What follows belongs to an exercise in optimizing a design on an open flow for small area; a production flow would make more cautious choices.
Function was checked by simulation only, so behaviour that the tests miss may differ from the original.
No activity file was given, so power comes from the tool's default toggle rates.

===== design.v =====
module debounce_persist #(
  parameter integer N    = 10,
  parameter integer TA   = 2,
  parameter integer TB   = 9,
  parameter integer XNOR = 0,
  parameter [N-1:0] LOAD = {N{1'b0}},
  parameter [N-1:0] RST  = {N{1'b0}}
)(
  input  wire         clk,
  input  wire         rst_n,
  input  wire         step,
  output reg  [N-1:0] q
);
  wire fb = q[TA] ^ q[TB] ^ (XNOR != 0);
  always @(posedge clk or negedge rst_n) begin
    if (!rst_n)    q <= RST;
    else if (step) q <= {~q[N-2:0], fb};
    else           q <= LOAD;
  end
endmodule
module bms_fsm #(
  parameter integer DB_V   = 1000,
  parameter integer PERS_V = 50000,
  parameter integer RCV_V  = 5000,
  parameter integer DB_T   = 1000,
  parameter integer PERS_T = 50000,
  parameter integer RCV_T  = 5000,
  parameter integer DB_I   = 500,
  parameter integer PERS_I = 10000,
  parameter integer RCV_I  = 2000
)(
  input  wire clk,
  input  wire rst_n,
  input  wire ov_raw, uv_raw, ot_raw, ut_raw, oc_raw,
  input  wire msk_ov, msk_uv, msk_ot, msk_ut, msk_oc,
  input  wire chg_en,
  input  wire fault_clear_en,
  output reg  [3:0] state_1hot  
);
  wire ov = ov_raw & msk_ov;
  wire uv = uv_raw & msk_uv;
  wire ot = ot_raw & msk_ot;
  wire ut = ut_raw & msk_ut;
  wire oc = oc_raw & msk_oc;
  wire a  = ov | uv | ut;
  reg uv_d, ut_d, oc_d, a_d;
  wire [9:0] c_ot;
  debounce_persist #(.N(10), .TA(2), .TB(9), .XNOR(0), .LOAD(10'd97), .RST(10'd97))
    u_c_ot (.clk(clk), .rst_n(rst_n), .step(ot), .q(c_ot));
  wire [9:0] c_ov;
  debounce_persist #(.N(10), .TA(2), .TB(9), .XNOR(0), .LOAD(10'd97), .RST(10'd97))
    u_c_ov (.clk(clk), .rst_n(rst_n), .step(ov), .q(c_ov));
  wire [10:0] c_oc;
  debounce_persist #(.N(11), .TA(1), .TB(10), .XNOR(0), .LOAD(11'd2046), .RST(11'd0))
    u_c_oc (.clk(clk), .rst_n(rst_n), .step(oc == oc_d), .q(c_oc));
  wire [15:0] c_uv;
  debounce_persist #(.N(16), .TA(6), .TB(15), .XNOR(1), .LOAD(16'd33856), .RST(16'd33856))
    u_c_uv (.clk(clk), .rst_n(rst_n), .step(uv), .q(c_uv));
  wire [15:0] c_ut;
  debounce_persist #(.N(16), .TA(6), .TB(15), .XNOR(1), .LOAD(16'd49119), .RST(16'd8208))
    u_c_ut (.clk(clk), .rst_n(rst_n), .step(ut ? ut_d : ~(a | a_d)), .q(c_ut));
  wire ot_1000 = ((c_ot & 10'd765) == 10'd85);
  wire ov_1000 = ((c_ov & 10'd765) == 10'd85);
  wire oc_hi500 = ((c_oc & 11'd254) == 11'd40);
  wire oc_lo2000 = ((c_oc & 11'd1023) == 11'd511);
  wire uv_1000 = ((c_uv & 16'd5840) == 16'd4288);
  wire uv_50000 = ((c_uv & 16'd60415) == 16'd18898);
  wire ut_1000 = ((c_ut & 16'd6231) == 16'd4182);
  wire a_lo5000 = ((c_ut & 16'd46649) == 16'd13825);
  wire ut_50000 = ((c_ut & 16'd32511) == 16'd13924);
  reg shut_p;             
  reg uv_hi, ut_hi, ut_pers, a_lo, oc_lo;
  always @(posedge clk or negedge rst_n) begin
    if (!rst_n) begin
      uv_d <= 1'b0; ut_d <= 1'b0; oc_d <= 1'b0; a_d <= 1'b0;
      shut_p <= 1'b0;
      uv_hi <= 1'b0; ut_hi <= 1'b0; ut_pers <= 1'b0; a_lo <= 1'b0; oc_lo <= 1'b0;
    end else begin
      uv_d <= uv; ut_d <= ut; oc_d <= oc; a_d <= a;
      shut_p  <= ot_1000 | ov_1000 | (oc_d & oc_hi500) | uv_50000;
      uv_hi   <= uv_1000 | (uv_d & uv_hi);
      ut_hi   <= ut_d & (ut_1000 | ut_hi);
      ut_pers <= ut_d & (ut_50000 | ut_pers);
      a_lo    <= ~a_d & (a_lo5000 | a_lo);
      oc_lo   <= ~oc_d & (oc_lo2000 | oc_lo);
    end
  end
  localparam [1:0] S_NORM  = 2'd0;
  localparam [1:0] S_WARN  = 2'd1;
  localparam [1:0] S_FAULT = 2'd2;
  localparam [1:0] S_SHUT  = 2'd3;
  wire want_shutdown = shut_p | (ut_hi & chg_en);
  wire want_fault    = ut_pers & ~chg_en;
  wire want_warn     = uv_hi | (ut_hi & ~chg_en);
  wire clear_ok      = a_lo & oc_lo;
  reg [1:0] cur, nxt;
  always @* begin
    nxt = cur;
    if (cur != S_SHUT) begin
      if (want_shutdown)   nxt = S_SHUT;
      else if (want_fault) nxt = S_FAULT;
      else if (want_warn)  nxt = S_WARN;
      else if (cur == S_WARN)  begin if (clear_ok) nxt = S_NORM; end
      else if (cur == S_FAULT) begin if (fault_clear_en && clear_ok) nxt = S_WARN; end
    end
  end
  always @(posedge clk or negedge rst_n) begin
    if (!rst_n) cur <= S_NORM;
    else        cur <= nxt;
  end
  always @* begin
    case (cur)
      S_NORM : state_1hot = 4'b0001;
      S_WARN : state_1hot = 4'b0010;
      S_FAULT: state_1hot = 4'b0100;
      default: state_1hot = 4'b1000;
    endcase
  end
endmodule

===== constraint.sdc =====
create_clock -name core_clock -period 10.0 [get_ports {clk}]
set_input_delay 2.0000 -clock core_clock [delete_from_list [all_inputs] [get_ports {clk}]]
set_output_delay 2.0000 -clock core_clock [all_outputs]
set_load 0.01 [all_outputs]

===== config.mk =====
export PLATFORM = sky130hd
export DESIGN_NAME = bms_fsm
export DESIGN_NICKNAME = bms_fsm
export VERILOG_FILES = /design/flow/design.v
export SDC_FILE = /design/flow/constraint.sdc
export NUM_CORES = 4
export LEC_CHECK = 0
export CAP_MARGIN = 20
export CORE_MARGIN = 2
export CORE_UTILIZATION = 40
export CTS_BUF_LIST = sky130_fd_sc_hd__clkbuf_4
export CTS_CLUSTER_DIAMETER = 100
export CTS_CLUSTER_SIZE = 30
export SLEW_MARGIN = 20

===== run.sh =====
#!/bin/bash
# synth_recipe.tcl (not shown) runs the flow's synth.tcl, then flattens the netlist and writes it again
# the make line also repeats each setting of config.mk as NAME=value (left out here)
make -C /OpenROAD-flow-scripts/flow DESIGN_CONFIG=/design/flow/config.mk WORK_HOME=/design/flow/orfs CLKGATE_MAP_FILE= SYNTH_SCRIPT=/design/flow/synth_recipe.tcl finish

==> flow_summary.ini, run 1 <==
[placed_design]
io_buffer_count = 17
dp_hpwl_um = 2670
place.gp.congestion = 0.727

[cts]
clockBufferDepth = 2
cts.repair.resized = 0
numClockSinks = 75
cts_tree = built
root_buffer = clkbuf_4
clk_pin_slew_ps = 110
cts.htree.levels = 3
insertion_delay_ps = 410
postCtsSetupBuffers = 0
hold_buffers = 0
cts_made_buffers = 9

[die]
die_height_um = 84.9
num_rows = 29
ios = 18
start_util_pct = 41.2
die_area_um2 = 7200
coreArea_um2 = 6350
dieWidth_um = 84.9

[pwr]
vdd_drop_max_mv = 0.0926
power_leakage_nw = 1.39
p_total_w = 0.000635
powerDensity_nw_per_um2 = 206

[yosys]
synth.top_cell.area_share_pct = 61.2
synth_simple_gate_area_share_pct = 20.3
synth_fa_ha_area_share_pct = 0
syn_nets = 225
yosys-top-cells-area = dfrtp_1 61%, dfstp_2 11%, nand2_1 5.2%
syn_avg_cell_area_um2 = 12.4
synth_xor_area_share_pct = 2.01
yosysSeqAreaShare_pct = 72.3
syn_area_um2 = 2620
yosysMostFrequentCell = dfrtp_1
ys_types = 35
synthMuxAreaShare_pct = 0
synth_edf_count = 0
synthTopCellsByCount = 64 x dfrtp_1, 36 x nand2_1, 34 x nor2_1
synth_compound_area_share_pct = 4.07
ys_ff_latch = 75
yosys.area.top_type = dfrtp_1
synth_ff_type = dfrtp_1
yosys_warnings = 5
async_flop_share_pct = 100
synthCells = 211
synth_top_family_by_area = simple AND/OR/NAND/NOR gates

[sta]
fin_crit_sh_pct = 35.8
worst_pin_slew_ps = 922
final-setup-viol-count = 0
fin_tns_setup_ps = 0
fin_crit_ps = 3580
slew_viol_final = 0
worst_clock_skew_ps = 13.7
grt_setup_unrepaired = no
fmaxAchievable_ghz = 0.280
slew_headroom_pct = 38.6
hold_viol = 0

[worst_setup_path]
crit_path_start_kind = flop
r2r_slack_ps = 8490
reg2reg_from = u_c_oc.q[2]
path_class = reg2out
path_max_fanout = 6
crit_arrival_ps = 1580
cp-end-kind = primary output
regToRegEndpoint = shut_p
reg2reg_depth = 3
worstPathRequired_ps = 8000

[grt]
antenna_found_initial = 0
grt_use_total_pct = 12.8
grt_first_pass_wirelength_um = 7000
grt_start_max_net_pins = 76
grt_pass1_vias = 1471
overflow = 0

[routing]
viasPerCell = 4.82
routedWlPerCell_um = 12.8
drc = 0
via_count = 1538
drt_pass1_iterations = 4
routed_wl_um = 4080
first_iter_violations = 47
ant_nets = 0

[worst_hold_path]
hold_depth = 1
hold_end = u_c_uv.q[15]
hold_path.class = reg2reg
min-delay-start = u_c_uv.q[14]

[run]
cap_viol_max_count = 0

[final_layout]
nNetsFinal = 251
fill_cells = 568
drive_above_1_share_pct = 12.0
diodes = 0
syn2layout_area_growth_pct = 17.9

[run_status]
outcome = no timing/DRC/antenna violations
## logic make-up (layout without fill, tap and decap cells)
| family | count (synthesis) | after routing |
|---|---|---|
| flip-flops | 75 | 75 |
| AND/OR/NAND/NOR | 107 | 107 |
| buffers and inverters | 9 | 40 |
| AO/OA/AOI/OAI | 14 | 14 |
| XOR/XNOR | 6 | 6 |
## stage by stage
| stage | utilization (%) | hold WS [ps] | instance area [µm²] | instances | setup WS [ps] |
|---|---|---|---|---|---|
| floorplan | - | 364 | 2620 | 211 | 7170 |
| global placement | 45.2 | 380 | 2870 | 303 | 6350 |
| detailed placement | 45.2 | 386 | 2870 | 303 | 6310 |
| CTS | 48.6 | 403 | 3090 | 319 | 6380 |
| global route | 48.6 | 414 | 3090 | 319 | 6300 |
| finish | 48.6 | 397 | 3090 | 319 | 6420 |
## layout by cell type (no fill, tap or decap), drive strengths merged, types with 2 or more instances in the layout
cell,instances
nor2,34
a41oi,2
clkinv,2
inv,6
dfrtp,64
nand3,7
nand2,36
nand4,4
and4,2
clkdlybuf4s50,16
nor3b,2
xor2,4
xnor2,2
and2,2
bufinv,4
a21boi,2
clkbuf,10
buf,2
nor2b,5
nor4bb,7
dfstp,11
a21oi,2
## layer usage
layer  routed length, µm  vias to the layer above  part of all wire, %  global-route usage [%]
li1                    -                      765                    -                       -
met1                2090                      745                   51                    18.7
met2                1760                       23                   43                    16.7
met3                 161                        5                  4.0                    5.84
met4                  61                        0                  1.5                    5.19
met5                   0                        -                    0                       0
## cell type report
cell class	count	area, µm²	area share, %
Inverter	6	22.5	0.730
Multi-Input combinational cell	127	691	22.4
Clock inverter	6	138	4.46
Timing Repair Buffer	18	173	5.60
Tap cell	77	96.3	3.12
Sequential cell	75	1890	61.3
Clock buffer	10	75.1	2.43
## state kept, by name (all words and copies together), names as in the netlist
register / cells
ut_pers: 1
cur: 2
u_c_ot.q: 10
ut_d: 1
a_lo: 1
uv_d: 1
a_d: 1
u_c_oc.q: 11
u_c_ut.q: 16
u_c_uv.q: 16
u_c_ov.q: 10
shut_p: 1
oc_lo: 1
uv_hi: 1
ut_hi: 1
oc_d: 1
## how the worst max path moves through the flow
stage	depth (start not counted)	slack (ps)	end	start
2_1_floorplan	4	7170	u_c_ut.q[10]	ov_raw
3_3_place_gp	4	6350	u_c_ut.q[5]	uv_raw
3_5_place_dp	4	6310	u_c_ut.q[14]	msk_uv
4_1_cts	3	6380	state_1hot[1]	cur[0]
5_1_grt	3	6300	state_1hot[1]	cur[0]
6_report	3	6420	state_1hot[1]	cur[0]
## critical path, stage by stage (launching register included)
cell and delay, ps:
dfrtp_1 440, inv_1 90, nor2_1 110, clkdlybuf4s50_1 540
## power breakdown
part	internal [W]	total [W]	switching, W
Clock	0.000156	0.000258	0.000103
Combinational	0.0000174	0.0000381	0.0000207
Sequential	0.000326	0.000339	0.0000133
==> run 2, diff against run 1 <==
--- a/config.mk
+++ b/config.mk
@@ -8,7 +8,4 @@
 export CAP_MARGIN = 20
 export CORE_MARGIN = 2
 export CORE_UTILIZATION = 40
-export CTS_BUF_LIST = sky130_fd_sc_hd__clkbuf_4
-export CTS_CLUSTER_DIAMETER = 100
-export CTS_CLUSTER_SIZE = 30
 export SLEW_MARGIN = 20
==> run 2 against run 1 <==
  * Power up 6.7%
  * Sequential share of layout area down 1.0 points
  * Combinational power about the same
  * First-iteration DRC count up 68%
  * Routed wire length up 1.1%
  * Sequential power about the same
  * Clock power up 16%
  * Flip-flop and latch count unchanged
  * Synthesized area unchanged
  * Still clean
==> flow_summary.ini, run 2 <==
[run_status]
outcome = no timing/DRC/antenna violations

[cts]
insertion_delay_ps = 340
cts.repair.resized = 0
clockBufferDepth = 2
hold_buffers = 0
numClockSinks = 75
cts.htree.levels = 3
root_buffer = clkbuf_8
cts_tree = built
postCtsSetupBuffers = 0
clk_pin_slew_ps = 70
cts_made_buffers = 9

[yosys]
synthCells = 211
synth_edf_count = 0
syn_nets = 225
yosys_warnings = 5
ys_ff_latch = 75
yosys-top-cells-area = dfrtp_1 61%, dfstp_2 11%, nand2_1 5.2%
synthTopCellsByCount = 64 x dfrtp_1, 36 x nand2_1, 34 x nor2_1
ys_types = 35
yosysSeqAreaShare_pct = 72.3
synth.top_cell.area_share_pct = 61.2
yosysMostFrequentCell = dfrtp_1
yosys.area.top_type = dfrtp_1
syn_area_um2 = 2620
syn_avg_cell_area_um2 = 12.4
synth_ff_type = dfrtp_1
async_flop_share_pct = 100

[pwr]
vdd_drop_max_mv = 0.104
power_leakage_nw = 1.41
p_total_w = 0.000678
powerDensity_nw_per_um2 = 216

[routing]
drt_pass1_iterations = 4
drc = 0
first_iter_violations = 79
routed_wl_um = 4120
via_count = 1565
routedWlPerCell_um = 12.9
viasPerCell = 4.91
ant_nets = 0

[final_layout]
final_common_cell = dfrtp_1
nNetsFinal = 251
final_cell_mix = 64 x dfrtp_1, 36 x nand2_1, 34 x nor2_1
drive_above_1_share_pct = 11.6
fin_util_pct = 49.4
syn2layout_area_growth_pct = 19.9
register_area_um2 = 1890
multi_input_area_um2 = 691
fill_cells = 567
largestRegisters = u_c_ut.q x16, u_c_uv.q x16, u_c_oc.q x11
diodes = 0

[die]
start_util_pct = 41.2
num_rows = 29
coreArea_um2 = 6350
die_height_um = 84.9
die_area_um2 = 7200
ios = 18
dieWidth_um = 84.9

[worst_setup_path]
crit_path_start_kind = flop
cp-end-kind = primary output
crit_arrival_ps = 1500
path_max_fanout = 6
worstPathRequired_ps = 8000
path_class = reg2out

[sta]
grt_setup_unrepaired = no
fin_tns_setup_ps = 0
fmaxAchievable_ghz = 0.286
final-setup-viol-count = 0
slew_viol_final = 0
worst_clock_skew_ps = 9.29
fin_crit_sh_pct = 35.0
fin_crit_ps = 3500
worst_pin_slew_ps = 907
slew_headroom_pct = 39.6
hold_viol = 0

[grt]
grt_first_pass_wirelength_um = 7160
grt_pass1_vias = 1490
overflow = 0
grt_start_max_net_pins = 76
grt_use_total_pct = 13.1
antenna_found_initial = 0

[placed_design]
io_buffer_count = 17
place.gp.congestion = 0.727
dp_hpwl_um = 2670

[worst_hold_path]
hold_path.class = reg2reg

[run]
cap_viol_max_count = 0
==> run 2: cell count changes in the layout (fill, tap and decap cells not counted) <==
cell,change
clkbuf_1,+1
clkbuf_4,-10
clkbuf_8,+9
==> run 2: final cells by class <==
type	count	area share, %
repair buffers	18	5.50
flip-flops and latches	75	60.2
inverters	6	0.718
multi-input cells	127	22.0
clock inverters	6	4.39
clock buffers	10	4.07
well taps	77	3.07
==> run 2: path summary, 6_finish.rpt <==
path / start / to / slack (ps) / depth (start not counted)
setup / recovery: cur[0] / state_1hot[1] / 6500 / 3
hold / removal: u_c_uv.q[14] / u_c_uv.q[15] / 390 / 1
setup reg to reg: u_c_oc.q[2] / shut_p / 8490 / 3
hold reg to reg: u_c_uv.q[14] / u_c_uv.q[15] / 390 / 1
max in group asynchronous: rst_n / u_c_ov.q[8] / 7550 / 2
min in group asynchronous: rst_n / u_c_ov.q[3] / 1850 / 2
==> run 2: layer usage <==
metal  track usage [%]  routed length (µm)  vias up
met5                 0                   0        -
met4              6.06                  91        0
met3              4.96                 146       10
met2              17.4                1800       22
met1              19.0                2080      770
li1                  -                   -      763
==> run 2: cell families after synthesis <==
kind of cell              after synthesis  synth area share (%)
buffers and inverters                   9                  1.34
AOI/OAI and AO/OA                      14                  4.07
DFF                                    75                  72.3
and+or+nand+nor                       107                  20.3
xor gates and xnor gates                6                  2.01
==> run 2: where the power goes <==
group | switching, W | leakage [nW] | internal [W]
clock network | 0.000109 | 0.131 | 0.000192
logic | 0.0000207 | 0.387 | 0.0000174
registers | 0.0000135 | 0.893 | 0.000326
total | 0.000143 | 1.41 | 0.000535
==> run 2: worst max-delay path: stages, from the launching register on <==
cell	delay [ps]
dfrtp_1	430
inv_1	90
nor2_1	110
clkdlybuf4s50_1	540
==> run 2: metrics by stage <==
step	setup slack, ps	hold slack, ps	cells	area (µm²)
finish	6500	388	319	3140
global route	6400	416	319	3140
CTS	6470	397	319	3140
detailed placement	6310	386	303	2870
global placement	6350	380	303	2870
floorplan	7170	364	211	2620
==> run 3, diff against run 2 <==
--- a/config.mk
+++ b/config.mk
@@ -8,4 +8,7 @@
 export CAP_MARGIN = 20
 export CORE_MARGIN = 2
 export CORE_UTILIZATION = 40
+export CTS_BUF_LIST = sky130_fd_sc_hd__clkbuf_2 sky130_fd_sc_hd__clkbuf_4
+export CTS_CLUSTER_DIAMETER = 60
+export CTS_CLUSTER_SIZE = 20
 export SLEW_MARGIN = 20
==> run 3 against run 2 <==
  * Still clean on timing, DRC and antenna
  * Fmax shrank 2.2%
  * Power fell by 6.3%
  * Global-route usage decreased by 0.25 points
  * Design area fell by 1.7%
  * Die area unchanged
  * Synthesized cell count unchanged
  * Sequential share of layout area grew 1.0 points
  * Combinational power hardly changed
  * Via count shrank 1.7%
  * Non-clock buffer count unchanged
==> flow_summary.ini, run 3 <==
[die]
die_height_um = 84.9
num_rows = 29
start_util_pct = 41.2
ios = 18
die_area_um2 = 7200
coreArea_um2 = 6350
dieWidth_um = 84.9

[placed_design]
dpl_worst_slack_ps = 6310
io_buffer_count = 17
dp_hpwl_um = 2670
place.gp.congestion = 0.727

[sta]
fin_ws_ps = 6420
slew_viol_final = 0
fin_crit_sh_pct = 35.8
slew_headroom_pct = 38.6
worst_clock_skew_ps = 13.7
fmaxAchievable_ghz = 0.280
fin_tns_setup_ps = 0
grt_setup_unrepaired = no
fin_hold_ws_ps = 397
hold_viol = 0
fin_crit_ps = 3580
worst_pin_slew_ps = 922
final-setup-viol-count = 0

[cts]
clockBufferDepth = 2
cts.htree.levels = 3
cts_made_buffers = 9
root_buffer = clkbuf_4
clk_pin_slew_ps = 110
numClockSinks = 75
insertion_delay_ps = 410
cts.repair.resized = 0
postCtsSetupBuffers = 0
cts_tree = built
hold_buffers = 0

[grt]
met3_usage_pct = 5.84
grt_start_max_net_pins = 76
grt_use_total_pct = 12.8
overflow = 0
grt.met2_usage_pct = 16.7
grt_first_pass_wirelength_um = 7000
antenna_found_initial = 0
grt_util_met1_pct = 18.7
busiest_layer = met1
grt_pass1_vias = 1471

[pwr]
powerDensity_nw_per_um2 = 206
vdd_drop_max_mv = 0.0926
power_leakage_nw = 1.39
p_total_w = 0.000635

[yosys]
async_flop_share_pct = 100
synth_ff_type = dfrtp_1
synthTopCellsByCount = 64 x dfrtp_1, 36 x nand2_1, 34 x nor2_1
ys_ff_latch = 75
yosys.area.top_type = dfrtp_1
synth.top_cell.area_share_pct = 61.2
syn_area_um2 = 2620
syn_nets = 225
yosys_warnings = 5
synth_edf_count = 0
yosysMostFrequentCell = dfrtp_1
yosys-top-cells-area = dfrtp_1 61%, dfstp_2 11%, nand2_1 5.2%
synthCells = 211
ys_types = 35
syn_avg_cell_area_um2 = 12.4
yosysSeqAreaShare_pct = 72.3

[routing]
routedWlPerCell_um = 12.8
viasPerCell = 4.82
via_count = 1538
drc = 0
drt_pass1_iterations = 4
routed_wl_um = 4080
first_iter_violations = 47
ant_nets = 0

[final_layout]
final_cell_mix = 64 x dfrtp_1, 36 x nand2_1, 34 x nor2_1
syn2layout_area_growth_pct = 17.9
fin_util_pct = 48.6
largestRegisters = u_c_ut.q x16, u_c_uv.q x16, u_c_oc.q x11
final_common_cell = dfrtp_1
diodes = 0
drive_above_1_share_pct = 12.0
nNetsFinal = 251

[worst_setup_path]
path_max_fanout = 6
critPathSlowestCell = clkdlybuf4s50_1
cp-end-kind = primary output
crit_path_start_kind = flop
cpPeakStageDelay_ps = 540
worstPathRequired_ps = 8000
crit_chain = inv_1 > nor2_1 > clkdlybuf4s50_1
crit_arrival_ps = 1580
path_class = reg2out

[run]
cap_viol_max_count = 0

[run_status]
outcome = no timing/DRC/antenna violations

[worst_hold_path]
hold_path.class = reg2reg
==> run 3: stage by stage <==
step,cell area (µm²),std cells
2_1_floorplan,2620,211
3_3_place_gp,2870,303
3_5_place_dp,2870,303
4_1_cts,3090,319
5_1_grt,3090,319
6_report,3090,319
==> run 3: worst max-delay path: cells and delay by family (launching register included) <==
kind / cells / cell delay, ps
buf+inv: 2 / 630
flops: 1 / 440
simple gates: 1 / 110
==> run 3: logic make-up (layout without fill, tap and decap cells) <==
logic type / after synthesis / count (layout) / synth area share, %
compound gates: 14 / 14 / 4.07
xor+xnor: 6 / 6 / 2.01
buf+inv: 9 / 40 / 1.34
flops: 75 / 75 / 72.3
simple gates: 107 / 107 / 20.3
==> run 3: cell type report <==
class / instances / area, µm²
timing repair buffer: 18 / 173
clock inverter: 6 / 138
tap: 77 / 96.3
clock buffer: 10 / 75.1
multi-input combinational: 127 / 691
inverter: 6 / 22.5
fill: 568 / 3260
sequential: 75 / 1890
==> run 3: routing by layer <==
metal / wire (µm) / part of all wire (%)
met5: 0 / 0
met4: 61 / 1.5
met3: 161 / 4.0
met2: 1760 / 43
met1: 2090 / 51
==> run 3: final timing paths <==
check	start	end	slack, ps	cells past startpoint
min reg2reg	u_c_uv.q[14]	u_c_uv.q[15]	400	1
min	u_c_uv.q[14]	u_c_uv.q[15]	400	1
max	cur[0]	state_1hot[1]	6420	3
max in group asynchronous	rst_n	u_c_oc.q[4]	7600	2
min in group asynchronous	rst_n	u_c_ov.q[3]	1770	2
max reg2reg	u_c_oc.q[2]	shut_p	8490	3
==> run 3: power by group <==
| part | switching [W] | total, W | internal, W | leakage [nW] |
|---|---|---|---|---|
| clock network | 0.000103 | 0.000258 | 0.000156 | 0.111 |
| logic | 0.0000207 | 0.0000381 | 0.0000174 | 0.387 |
| registers | 0.0000133 | 0.000339 | 0.000326 | 0.893 |
| total | 0.000137 | 0.000635 | 0.000499 | 1.39 |

==> what the ideal ports hide <==
Ports are ideal in the flow. The routed layouts listed here were re-timed in OpenROAD.
Step 1 assumes that a clkbuf_16 drives the clock port and a buf_2 every other input.
Step 2, shift: input delay + t, output delay - t, t = (earliest + latest rising clock arrival at the registers) / 2. This alone moves slack from input paths to output paths.
Three values: ideal, step 1, step 2; two values: the first two.
run	t, ns	setup slack, ns	latest minus earliest clock arrival (ns)	worst register clock-pin slew, ns	worst slew at a driven data input, ns
run 1	0.432	6.423 / 6.396 / 6.299	0.016 / 0.016	0.13 / 0.13	0.03
run 2	0.369	6.503 / 6.473 / 6.309	0.011 / 0.011	0.08 / 0.08	0.03
run 3	0.432	6.423 / 6.396 / 6.299	0.016 / 0.016	0.13 / 0.13	0.03
After both steps setup and hold are still met in every run listed. The setup slack of run 2, which loses most, moves by -0.030 ns with the drivers and by -0.194 ns with both steps.
